What follows belongs to an exercise in optimizing a design on an open flow for small area and a short achievable clock period; a production flow would make more cautious choices.
Function was checked by simulation only, so behaviour that the tests miss may differ from the original.
Power and IR drop assume default switching activity.

== run 1 ==
==> flow/design.v (excerpt) <==
module fir13_filter(
    input wire clk,
    input wire n_rst,
    input wire signed [7:0] x_in,
    output reg signed [7:0] y_out
);
make LEC_CHECK=0 ABC_CLOCK_PERIOD_IN_PS=2500 CAP_MARGIN=20 CORE_MARGIN=2 CORE_UTILIZATION=60 CTS_BUF_LIST=sky130_fd_sc_hd__clkbuf_16 CTS_CLUSTER_DIAMETER=150 CTS_CLUSTER_SIZE=35 SETUP_SLACK_MARGIN=5.0 SLEW_MARGIN=20 SYNTH_HIERARCHICAL=1 SYNTH_MINIMUM_KEEP_SIZE=0 finish   # period 7.5 ns
run.sh (not shown) runs the stock make flow with config.mk's settings and CLKGATE_MAP_FILE= SYNTH_SCRIPT=/design/flow/synth_recipe.tcl, a recipe that flattens the netlist after the stock synthesis.
Setup changes, run 1 to run 2
Settings: a change of CTS_CLUSTER_DIAMETER from 150 to 80; a change of CTS_CLUSTER_SIZE from 35 to 30.
==> flow/flow/run.sh (new file) <==
#!/bin/bash
bash standard.sh SETUP_SLACK_MARGIN=5.3 finish > standard.log 2>&1
==> flow/standard.sh (new file) <==
#!/bin/bash
# synth_recipe.tcl (not shown) runs the flow's synth.tcl, then flattens the netlist and writes it again
# the make line also repeats each setting of config.mk as NAME=value (left out here)
make -C /OpenROAD-flow-scripts/flow DESIGN_CONFIG=/design/flow/config.mk WORK_HOME=/design/flow/orfs CLKGATE_MAP_FILE= SYNTH_SCRIPT=/design/flow/synth_recipe.tcl "${@:-finish}"
removed: flow/run.sh
--- outcome ---
- The worst hold slack reported for run 2 is smaller than that of run 1 by 3.1 ps.
- There was hardly any difference in starting utilization of the core area between run 2 and run 1.
- Diff run 2..run 1 | number of placed cells counting well taps | unchanged
- Run 2 finished end to end and its layout was clean on timing, DRC and antenna.
- Taking run 1 as the reference, in run 2 length of routed met2 wiring increased by 13% relative to the old numbers; worst stage delay on the critical path level.
- Total track usage: run 2 vs run 1 up 2.0 points
- Between run 2 and run 1, wire length is higher for run 2, run 1 comes in under that.
Relative to run 2, the following input files were edited for run 3:
==> flow/flow/run.sh <==
#!/bin/bash
bash standard.sh SETUP_SLACK_MARGIN=5.6 finish > standard.log 2>&1
Findings:
Run 3 against run 2: detailed placement HPWL now sits lower; number of non-clock buffers now sits higher; combinational power up about 9%; final instance count without filler cells now larger; post-detailed-route via-to-cell ratio climbed 0.70%. The higher global-route wire length before repair of run 2 and run 3 is in run 3. After detailed routing, run 2 needs less wire than run 3. On post-route clock period utilization, run 2 and run 3 are basically level. Diff run 2..run 3 | clock network area share | negligible. Run 3: final design area excluding fillers 540 um2 above run 2.


Setup of run A:
Starting RTL as in the previous note.
==> flow/design.v (excerpt) <==
module fir13_filter(
    input wire clk,
    input wire n_rst,
    input wire signed [7:0] x_in,
    output reg signed [7:0] y_out
);
make LEC_CHECK=0 ABC_CLOCK_PERIOD_IN_PS=2500 CAP_MARGIN=20 CORE_MARGIN=2 CORE_UTILIZATION=60 CTS_BUF_LIST=sky130_fd_sc_hd__clkbuf_16 CTS_CLUSTER_DIAMETER=80 CTS_CLUSTER_SIZE=30 SETUP_SLACK_MARGIN=4.8 SLEW_MARGIN=20 SYNTH_HIERARCHICAL=1 SYNTH_MINIMUM_KEEP_SIZE=0 finish   # period 7.5 ns
Stock flow here: none of the scripts above is used.
--- input diff run A..run B ---
Settings: CORE_UTILIZATION changed from 60 to 40; SETUP_SLACK_MARGIN changed from 4.8 to 5.0; CTS_CLUSTER_SIZE removed (was 30); CTS_BUF_LIST removed (was sky130_fd_sc_hd__clkbuf_16); CTS_CLUSTER_DIAMETER removed (was 80).
Findings:
For width of the chip, dividing the value from run B by the value from run A gives 1.2. Sequential share of layout area is higher on run A. Relative to run A, the number of cells on the worst reg-to-reg path of run B is lower by 4. Diff run A -> run B | area of the placeable core | up by more than half.
### run B -> run C
Settings: a change of CORE_UTILIZATION from 40 to 60; an added CTS_CLUSTER_DIAMETER of 100; an added CTS_CLUSTER_SIZE of 32; an added CTS_BUF_LIST of sky130_fd_sc_hd__clkbuf_16.
==> notes.md <==
Diff run B and run C: post-layout worst setup margin lower in run B
Summed area of non-filler cells in the final layout: run C < run B
Non-clock buffer count in run C is 1 above run B.
Min count of non-filler cells in the finished layout across run B and run C: run C
Normalized max-slew margin ended up 9.3 points lower on run C than on run B.
Compare run B and run C | final standard cell utilization of the core higher: run C
Summary of run C over run B: share of total power in combinational logic moved up, final critical delay including setup and external delays went down by 23 ps.
Comparing run B and run C, the lower final worst hold slack was measured on run B.

## separate check: timing with driven ports
In the flow no input, the clock included, has a driving cell. The finished layouts below were timed again as built, in two steps.
Step 1 (the two cells are an assumption about what drives the block):
set clk [get_ports {clk}]
set_driving_cell -lib_cell sky130_fd_sc_hd__clkbuf_16 $clk
set_driving_cell -lib_cell sky130_fd_sc_hd__buf_2 [delete_from_list [all_inputs] $clk]
Step 2 moves the port delays by t, midway between the first and last clock arrival at a register: inputs arrive t later, outputs are due t later. That takes back most of the time a late clock gives input paths.
Slacks: ideal ports / drivers / drivers and shift; pairs: ideal ports / drivers.
run	t (ns)	slack for setup (ns)	worst hold slack (ns)	slew at the worst register clock pin (ns)
run 1	0.486	5.019 / 4.979 / 5.008	0.360 / 0.360 / 0.360	0.12 / 0.12
run 2	0.498	5.039 / 4.996 / 5.028	0.357 / 0.357 / 0.357	0.11 / 0.11
run 3	0.500	5.038 / 4.995 / 5.092	0.359 / 0.359 / 0.359	0.11 / 0.11
run A	0.488	4.897 / 4.856 / 4.971	0.357 / 0.357 / 0.357	0.10 / 0.10
run B	0.553	5.006 / 4.961 / 4.958	0.346 / 0.346 / 0.346	0.06 / 0.06
run C	0.497	5.029 / 4.984 / 4.987	0.358 / 0.358 / 0.358	0.11 / 0.11
After both steps every run listed still meets setup and hold. The setup slack of run B, which loses most, moves by -0.045 ns with the drivers and by -0.048 ns with both steps. The worst setup slack also covers recovery checks on asynchronous resets.
